From an optimization exercise on the open Yosys and OpenROAD flow, aimed at small area; shortcuts taken in it are not production practice. The RTL was checked by simulation tests, not by an equivalence proof against the original design. Power is estimated from default activity; no workload was simulated.

**design/flow/run.sh**
```bash
#!/bin/bash
# synth_recipe.tcl (not shown) runs the flow's synth.tcl, then flattens the netlist and writes it again
# the make line also repeats each setting of config.mk as NAME=value (left out here)
make -C /OpenROAD-flow-scripts/flow DESIGN_CONFIG=/design/flow/config.mk WORK_HOME=/design/flow/orfs CLKGATE_MAP_FILE= SYNTH_SCRIPT=/design/flow/synth_recipe.tcl finish
```
**design/flow/config.mk**
```make
export PLATFORM = sky130hd
export DESIGN_NAME = Fx3HostInterface
export DESIGN_NICKNAME = Fx3HostInterface
export VERILOG_FILES = /design/flow/design.v
export SDC_FILE = /design/flow/constraint.sdc
export NUM_CORES = 4
export LEC_CHECK = 0
export CAP_MARGIN = 20
export CORE_MARGIN = 2
export CORE_UTILIZATION = 40
export SLEW_MARGIN = 20
```
**design/flow/design.v**
```verilog
module Fx3HostInterface
  (
   input wire 	     ifclk,
   input wire 	     resetb,
   input wire 	     fx3_hics_b,
   input 	     fx3_dma_rdy_b,
   output reg 	     fx3_sloe_b,
   output reg 	     fx3_slrd_b,
   output reg 	     fx3_slwr_b,
   output reg 	     fx3_pktend_b,
   output reg [1:0]  fx3_fifo_addr,
   input [31:0]      fx3_fd_in,
   output reg [31:0] fx3_fd_out,
   output 	     fx3_fd_oe,
   output [15:0]     di_term_addr,
   output reg [31:0] di_reg_addr,
   output [31:0]     di_len,
   output reg 	     di_read_mode,
   output reg 	     di_read_req,
   output reg 	     di_read,
   input wire 	     di_read_rdy,
   input [31:0]      di_reg_datao,
   output reg 	     di_write,
   input wire 	     di_write_rdy,
   output reg 	     di_write_mode,
   output [31:0]     di_reg_datai,
   input [15:0]      di_transfer_status
   );
   reg 	      slrd_b_internal;
   wire [31:0] transfer_len;
   reg  cmd_start;
   reg 	dma_rdy_b;
   wire dma_rdy = !dma_rdy_b;
   reg [31:0] fd_in, fd_out;
   reg [31:0] cmd_buf[0:3];
   reg 	      sloe_b_internal;
   assign fx3_fd_oe = sloe_b_internal;
   always @(posedge ifclk or negedge resetb) begin
      if(!resetb) begin
         dma_rdy_b <= 0;
         fd_in <= 0;
         cmd_start <= 1;
      end else begin
         dma_rdy_b <= fx3_dma_rdy_b;
         fd_in <= fx3_fd_in;
         cmd_start <= fx3_hics_b;
      end
   end
   parameter [1:0] WRITE_EP = 3;
   parameter [1:0] CMD_EP   = 2;
   parameter [1:0] READ_EP  = 0;
   parameter 
     IDLE          = 0,
     RCV_CMD       = 1,
     PROCESS_CMD   = 2,
     SEND_ACK      = 3;
   reg [1:0] state;
   reg [31:0] tcount;  
   wire [31:0] next_tcount = tcount + 4;
   reg [15:0] bcount;  
   wire [15:0] next_bcount = bcount + 4;
   parameter [15:0] READ_CMD = 16'hC301;
   parameter [15:0] WRITE_CMD= 16'hC302;
   wire [31:0] di_starting_reg_addr;
   wire [15:0] cmd             = cmd_buf[0][15:0];
   wire [15:0] buffer_length   = cmd_buf[0][31:16];
   assign di_term_addr         = cmd_buf[1][15:0];
   assign di_starting_reg_addr = cmd_buf[2];
   assign di_len               = cmd_buf[3];
   reg [15:0] checksum, status;
   reg 	      slrd_b_s, slrd_b_ss, slrd_b_sss;
   wire       write_in_process =  !fx3_slrd_b || !slrd_b_s || !slrd_b_ss || !slrd_b_sss || di_write;
   wire       latch_fd_in = !slrd_b_sss;
   wire [31:0] fifo_rdata;
   wire        fifo_full, fifo_empty;
   reg 	       pktend;
   reg 	       first_write;
   reg         di_read_s;
   always @(posedge ifclk or negedge resetb) begin
      if(!resetb) begin
         state            <= IDLE;
         di_read_mode     <= 0;
         di_write_mode    <= 0;
         di_write         <= 0;
         di_read          <= 0;
         di_read_req      <= 0;
         tcount           <= 0;
         bcount           <= 0;
	 di_reg_addr      <= 0;
         fx3_sloe_b       <= 0;  
         sloe_b_internal  <= 0;  
         fx3_slrd_b       <= 1;  
         slrd_b_internal  <= 1;  
         fx3_slwr_b       <= 1;  
         fx3_pktend_b     <= 1;
         pktend           <= 0;
         fx3_fifo_addr    <= 2'b11;
         fd_out           <= 0;
         fx3_fd_out       <= 0;
         checksum         <= 0;
         status           <= 0;
	 cmd_buf[0] <= 0;
	 cmd_buf[1] <= 0;
	 cmd_buf[2] <= 0;
	 cmd_buf[3] <= 0;
	 slrd_b_s   <= 1;
	 slrd_b_ss  <= 1;
	 slrd_b_sss <= 1;
	 first_write <= 1;
         di_read_s <= 0;
      end else begin
         di_read_s        <= di_read;
         di_read_mode     <= ((state == PROCESS_CMD) || (state == SEND_ACK)) && (cmd == READ_CMD);
         di_write_mode    <= ((state == PROCESS_CMD) || (state == SEND_ACK)) && (cmd == WRITE_CMD);
         status           <= di_transfer_status;
	 slrd_b_s  <= slrd_b_internal;
	 slrd_b_ss <= slrd_b_s;
	 slrd_b_sss <= slrd_b_ss;
         if(cmd_start) begin
            state         <= RCV_CMD;
            tcount        <= 0;
            bcount        <= 0;
            fx3_sloe_b    <= 0; 
            sloe_b_internal <= 0; 
            fx3_slrd_b    <= 1;  
            slrd_b_internal<= 1;  
            fx3_slwr_b    <= 1;  
            fx3_pktend_b  <= 1; 
            pktend        <= 0; 
            fx3_fifo_addr <= CMD_EP;
            checksum      <= 0;
            di_read_mode  <= 0;
            di_write_mode <= 0;
            di_write      <= 0;
            di_read       <= 0;
            di_read_req   <= 0;
	    di_reg_addr   <= 0;
            fd_out        <= 0;
            fx3_fd_out    <= 0;
	    cmd_buf[0]    <= 0;
	    cmd_buf[1]    <= 0;
	    cmd_buf[2]    <= 0;
	    cmd_buf[3]    <= 0;
            first_write   <= 1;
         end else begin
            case(state)
              IDLE: begin
                 fx3_sloe_b    <= 0;  
                 sloe_b_internal <= 0;  
                 fx3_slrd_b    <= 1;  
                 slrd_b_internal<= 1;  
                 fx3_slwr_b    <= 1;  
                 fx3_pktend_b  <= 1;  
                 pktend        <= 0;  
                 fx3_fifo_addr <= CMD_EP;
                 tcount        <= 0;
		 bcount        <= 0;
                 checksum      <= 0;
              end
              RCV_CMD: begin
                 if(tcount >= 16) begin  
		    if(!dma_rdy) begin  
                       state  <= PROCESS_CMD;
                       tcount <= 0;
		       bcount <= 0;
		       di_reg_addr <= di_starting_reg_addr;
		       if (cmd == WRITE_CMD) begin
			  fx3_fifo_addr  <= WRITE_EP;
		       end else begin
			  fx3_fifo_addr  <= READ_EP;
		       end
		    end
                 end else begin
                    if(dma_rdy && (bcount < 16)) begin
                       fx3_slrd_b <= 0;          
                       slrd_b_internal <= 0;          
		       bcount <= next_bcount;
                    end else begin
		       fx3_slrd_b <= 1;
		       slrd_b_internal <= 1;
		    end
                    if(latch_fd_in) begin
                       cmd_buf[tcount[3:2]] <= fd_in;  
                       tcount <= next_tcount;       
		    end
		 end
              end
              SEND_ACK: begin  
                 fx3_sloe_b    <= 1;  
                 sloe_b_internal <= 1;  
                 if (dma_rdy || (|tcount[1:0])) begin
                    fx3_slwr_b <= 0;  
                    tcount     <= tcount + 1;
                    case(tcount)
		      0: begin
			 fd_out <= { checksum, 16'hA50F };
			 fx3_fd_out <= { checksum, 16'hA50F };
		      end
		      1: begin
			 fd_out <= { 16'h0001, status   };
			 fx3_fd_out <= { 16'h0001, status   };
			 state        <= IDLE;
			 fx3_pktend_b <= 0;  
		      end
		      default:begin
			 fd_out <= 0;
			 fx3_fd_out <= 0;
		      end
                    endcase
		 end else begin  
                    fx3_slwr_b <= 1;
		 end
              end
              PROCESS_CMD: begin
                 case(cmd)
                    READ_CMD: begin
                       fx3_sloe_b     <= 1;      
                       sloe_b_internal <= 1;      
                       fx3_slwr_b     <= !di_read;                       
		       fx3_pktend_b   <= !pktend;
                       if(di_read) begin
                          fd_out      <= di_reg_datao;
                          fx3_fd_out  <= di_reg_datao;
                       end
                       if(di_read_s) begin
                          checksum <= checksum + fd_out[15:0] + fd_out[31:16];
                       end
                       if(!di_read_mode) begin  
                          di_read_req <= 1;
                          di_read     <= 0;
                       end else if(tcount >= di_len) begin  
                          di_read      <= 0;
                          di_read_req  <= 0;
			  pktend       <= 0;
			  if(!dma_rdy) begin
			     state  <= SEND_ACK;
			     bcount <= 0;
			     tcount <= 0;
			  end
                       end else begin
			  if(dma_rdy && (bcount < buffer_length) && di_read_rdy) begin
			     di_read <= 1;
			     bcount <= next_bcount;
			     tcount <= next_tcount;
                             di_reg_addr       <= di_reg_addr + 1;
                             di_read_req       <= (next_tcount < di_len) && (next_bcount < buffer_length);
			     if (next_tcount >= di_len && next_bcount < buffer_length) begin
				pktend <= 1;  
			     end
			  end else begin
			     di_read_req <= 0;
			     di_read     <= 0;
			     if(!dma_rdy) begin
				bcount <= 0;
			     end
			  end
                       end
                    end
                   WRITE_CMD: begin
                      fx3_sloe_b    <= 0;  
                      sloe_b_internal    <= 0;  
		      if(tcount >= di_len) begin
			 fx3_slrd_b <= 1;
			 slrd_b_internal <= 1;
			 if(fifo_empty && !dma_rdy && !write_in_process && di_write_rdy) begin
			    fx3_fifo_addr <= READ_EP;
			    state <= SEND_ACK;
			    tcount <= 0;
			    bcount <= 0;
			 end
		      end else if(dma_rdy && (bcount < buffer_length) && !fifo_full) begin
			 fx3_slrd_b <= 0;
			 slrd_b_internal <= 0;
			 bcount <= next_bcount;
			 tcount <= next_tcount;
                      end else begin
			 fx3_slrd_b <= 1;
			 slrd_b_internal <= 1;
			 if(!dma_rdy) begin
			    bcount <= 0;
			 end
		      end
		      if(latch_fd_in) begin
                         checksum <= checksum + fd_in[15:0];  
		      end
		      if(!fifo_empty && di_write_rdy) begin
			 di_write     <= 1;
			 if(!first_write) begin
			    di_reg_addr  <= di_reg_addr + 1;
			 end
			 first_write <= 0;
		      end else begin
			 di_write <= 0;
		      end
                   end
                   default: begin
                      state <= IDLE;
                   end
                 endcase
              end
            endcase
         end
      end
   end
   wire fifo_we = di_write_mode && latch_fd_in;
   fx3_fifo fx3_fifo
     (.clk   (ifclk),
      .resetb(di_write_mode),
      .we    (fifo_we),
      .wdata (fd_in),
      .re    (di_write),
      .rdata (di_reg_datai),  
      .full  (fifo_full),
      .empty (fifo_empty)
      );
endmodule
module fx3_fifo
  #(parameter LOG2_DEPTH=3)
  (
   input clk,
   input resetb,
   input we,
   input [31:0] wdata,
   input re,
   output [31:0] rdata,
   output full,
   output empty
   );
   reg [31:0] data[0:(1<<LOG2_DEPTH)-1];
   reg [LOG2_DEPTH-1:0] waddr, raddr, count;
   wire [LOG2_DEPTH-1:0] next_waddr = waddr + 1;
   wire [LOG2_DEPTH-1:0] next_raddr = raddr + 1;
   assign rdata = data[raddr];
   assign full = count > 1;
   assign empty = ((count == 0) || (count == 1 && re)) && !we;
   always@(posedge clk) begin
      if(!resetb) begin
	 waddr <= 0;
	 raddr <= 0;
	 count <= 0;
      end else begin
	 if(we) begin
	    data[waddr] <= wdata;
	       waddr <= next_waddr;
	 end
	 if(re) begin
	       raddr <= next_raddr;
	 end
	 if(we || re) begin
	    if(we && re) begin
	    end else if(re) begin
	       count <= count - 1;
	    end else begin
	       count <= count + 1;
	    end
	 end
      end
   end  
endmodule
```
**design/flow/constraint.sdc**
```tcl
create_clock -name core_clock -period 10.0 [get_ports {ifclk}]
set_input_delay 2.0000 -clock core_clock [delete_from_list [all_inputs] [get_ports {ifclk}]]
set_output_delay 2.0000 -clock core_clock [all_outputs]
set_load 0.01 [all_outputs]
```
==> run summary <==
==> flip-flops by register name, summed over array words and instances, names as in the netlist, 2 cells and up, named ones only <==
signal,flops
bcount,16
state,2
status,16
fx3_fd_out,32
cmd_buf,112
fx3_fifo_addr,2
fd_in,32
fx3_fifo.data,256
di_reg_addr,32
fx3_fifo.count,3
tcount,32
checksum,16
fx3_fifo.raddr,3
fx3_fifo.waddr,3
==> report_power, final <==
part / internal [W] / total [W] / switching (W)
clock network: 0.00139 / 0.00238 / 0.000997
logic: 0.000843 / 0.00214 / 0.00129
registers: 0.00265 / 0.00290 / 0.000248
total: 0.00488 / 0.00742 / 0.00254
==> cell usage after synthesis, drive strengths merged, types with 34 or more instances <==
library cell	count	share of area, %
xnor2	46	1.4
ha	139	6.1
nor3	36	0.68
o21ai	228	4.0
a21oi	139	2.4
dfrtp	299	26
nand3	72	1.3
buf	34	0.58
edfxtp	256	27
nand2	294	3.9
clkbuf	100	1.3
nor2	185	2.5
mux4	64	5.0
mux2	34	1.3
inv	81	1.1
==> kinds of logic (layout without fill, tap and decap cells) <==
group | Yosys count | count (layout) | share of synthesized area [%]
adders and majority gates | 156 | 156 | 7.26
and+or+nand+nor | 762 | 762 | 12.4
AOI/OAI and AO/OA | 616 | 616 | 13.8
other | 0 | 2 | 0
muxes | 106 | 106 | 6.65
xor gates and xnor gates | 74 | 74 | 2.26
buffers and inverters | 216 | 475 | 2.97
DFF | 577 | 577 | 54.7
==> through the flow <==
stage | worst slack [ps] | area (um^2) | util, % | std cells
detailed placement | 4920 | 32100 | 45.1 | 3600
global placement | 5080 | 32100 | 45.1 | 3600
finish | 4550 | 34300 | 48.1 | 3718
global route | 4320 | 34300 | 48.1 | 3718
floorplan | 5870 | 28600 | - | 2507
CTS | 4440 | 34200 | 48.1 | 3716
==> worst min path at each step <==
stage                                    from              endpoint  slack, ps  cells past startpoint
after detailed placement   slrd_b_s$_DFF_PN1_   slrd_b_ss$_DFF_PN1_        360                      0
final                      slrd_b_s$_DFF_PN1_   slrd_b_ss$_DFF_PN1_        370                      0
after floorplan           slrd_b_ss$_DFF_PN1_  slrd_b_sss$_DFF_PN1_        350                      0
after global placement     slrd_b_s$_DFF_PN1_   slrd_b_ss$_DFF_PN1_        360                      0
after CTS                  slrd_b_s$_DFF_PN1_   slrd_b_ss$_DFF_PN1_        370                      0
after global routing      slrd_b_ss$_DFF_PN1_  slrd_b_sss$_DFF_PN1_        380                      0
==> layer usage <==
metal | share of wire (%) | routed length, um | track usage [%] | vias up
met1 | 45 | 39600 | 33.7 | 10500
met5 | 0.015 | 13 | 0 | -
met3 | 6.4 | 5590 | 4.17 | 134
li1 | - | - | - | 9699
met2 | 46 | 40700 | 37.1 | 735
met4 | 2.3 | 2050 | 6.03 | 2
==> worst register-to-register path, cell delays in order, from the launching register on <==
cell and delay (ps):
dfrtp_1 480, ha_1 390, nand3_1 210, nor2_2 280
nand3_1 250, nor4_2 570, and3_1 360, and3_1 260
xor2_1 110, ha_1 320, nand3_1 80, or3_1 400
nor2_1 250, nand2_1 130, a2111oi_0 360, or3_1 210
nor2_1 60, o41ai_1 320
==> area by class of cell <==
type,instances,area (um^2),area share (%)
Antenna cell,2,5.00,0.0146
Tap cell,950,1190,3.47
Clock buffer,75,1650,4.81
Timing Repair Buffer,277,2690,7.84
Multi-Input combinational cell,1714,12300,35.8
Inverter,82,308,0.898
Sequential cell,577,15700,45.7
Clock inverter,41,484,1.41
==> results by group <==
Floorplan
  – Rows: 98
  – Die ar.: between 70000 and 80000 um^2
  – Starting density of the core: between 40% and 50%
  – Die Y: around 270 um
  – Core Area: a little over 70000 um^2
  – Ports: 242
  – Chip width: 272 um

Worst setup path
  – R2R Setup Slk: slightly below 5000 ps
  – CP endpoint kind: primary output
  – Slowest CP cell: buf_4
  – Worst EP arrival: ~3500 ps
  – Worst-path cell chain: buf_4, mux4_2, mux2_2, clkdlybuf4s50_1
  – Critical R2R Capture: pktend$_DFFE_PN0P_
  – CP max FO: 50
  – WP depth: 4
  – Reg-to-Reg Start: tcount[2]$_DFFE_PN0P_
  – Kind of critical path: register to primary output
  – CP peak stage delay: approximately 790 ps
  – CP Capture Point: di_reg_datai[26]
  – Worst Reg-to-Reg Cells: 17
  – CP delay by family, top: buffers and inverters
  – CP Launch Type: register
  – Critical path buffers and inverters: 2
  – Critical Path RT: about 8000 ps

STA
  – Post-Route Setup TNS: 0 ps
  – Post-layout min period: between 5000 and 6000 ps
  – Period utilization: 54.5%
  – Slew Viols, Final: 0
  – Worst slew margin: roughly 29%
  – Maximum clock rate: 0.183 GHz
  – Final hold violation count: 0
  – Slew @ Worst Pin: approximately 1100 ps
  – Clock skew: between 30 and 40 ps
  – Final number of setup-violating endpoints: 0
  – WHS: between 300 and 400 ps
  – RSZ-0062 raised after global routing: no

Clock tree
  – CTS clock-pin slew for the worst setup and hold paths: about 60 ps
  – Post-CTS sizing: 0
  – Hold_buf cts: 0
  – CTS Sinks: about 580
  – H-tree levels: 2
  – TritonCTS buffer count: a little over 60
  – Longest Clk Path Bufs: 3
  – CTS root buf: clkbuf_16
  – Post-CTS Setup Inserts: 0
  – Worst-skew pair later-pin latency: about 660 ps
  – TritonCTS clock tree: done

Synthesis
  – Mean Syn Cell Area: roughly 11 um^2
  – Register area share after synthesis: around 55%
  – Synth cell types: 93
  – FF+latch count, synth: a little under 600
  – Number of synthesized flops with an enable pin: between 200 and 300
  – Synthesized Nets: 2749
  – Synth Flop Type: dfrtp_1
  – Yosys warning total: 3
  – Synth Instances: 2507
  – Asr flop ratio synth: between 50% and 60%
  – Post-Synthesis Cell Area: around 29000 um^2

Cells and area
  – Commonest non-fill, non-tap cells in the layout: dfrtp_1, nand2_1, edfxtp_1
  – Area Growth Syn to Fin: 19.6%
  – Layout cell share with drive strength beyond 1: between 10% and 20%
  – Most common cell after layout, fill and taps aside: dfrtp_1
  – # nets final: about 3000
  – Fillers: between 6000 and 7000

Hold path
  – Worst hold-check path type: register to register

GRT
  – Gr usage total: 23.5%
  – Initial antenna violation count: 3
  – Vias in the first global route: between 20000 and 25000
  – First-pass GRT wire length: 133000 um
  – GRT overflow: 0
  – Largest net degree at the start of global routing: approximately 110

Detailed routing
  – Mean routed wirelength per cell: around 24 um
  – Avg Vias per Cell: ~5.7
  – DRC viols: 0
  – DRT iter0 DRCs: around 2100
  – Drt first pass iters: 8
  – Routed WL: just under 90000 um
  – Final ANT Viol Nets: 0
  – Vias: around 21000

Placed design
  – Final Wtd Congestion: 0.938
  – DP HPWL: around 62000 um
  – Buffers on Ports: between 200 and 250

Pwr
  – Static leakage: around 13 nW
  – Power Total: 0.00742 W
  – Peak supply drop: approximately 0.2 mV
  – Pwr per Cell Area: roughly 220 nW/um^2

Flow run
  – MaxCap Viol Count: 0

Run status
  – Outcome: timing/DRC/antenna clean

[what the ideal ports hide]
No port has a modelled driver above. Below, the same layout with a new extraction and two added sets of constraints.
Step 1 (the two cells are an assumption about what drives the block):
set clk [get_ports {ifclk}]
set_driving_cell -lib_cell sky130_fd_sc_hd__clkbuf_16 $clk
set_driving_cell -lib_cell sky130_fd_sc_hd__buf_2 [delete_from_list [all_inputs] $clk]
Step 2 also shifts input and output timing later by t, the mid clock arrival at the registers, as if the neighbouring blocks saw the same clock.
Three values: ideal, step 1, step 2; two values: the first two.
shift t [ns]: 0.699
slack for setup (ns): 4.548 / 4.487 / 4.810
hold slack, ns: 0.371 / 0.371 / 0.371
clock arrival spread, ns: 0.038 / 0.038
After both steps setup and hold are still met in this run. For this run, drivers alone change the setup slack by -0.061 ns; drivers and shift together by +0.262 ns.
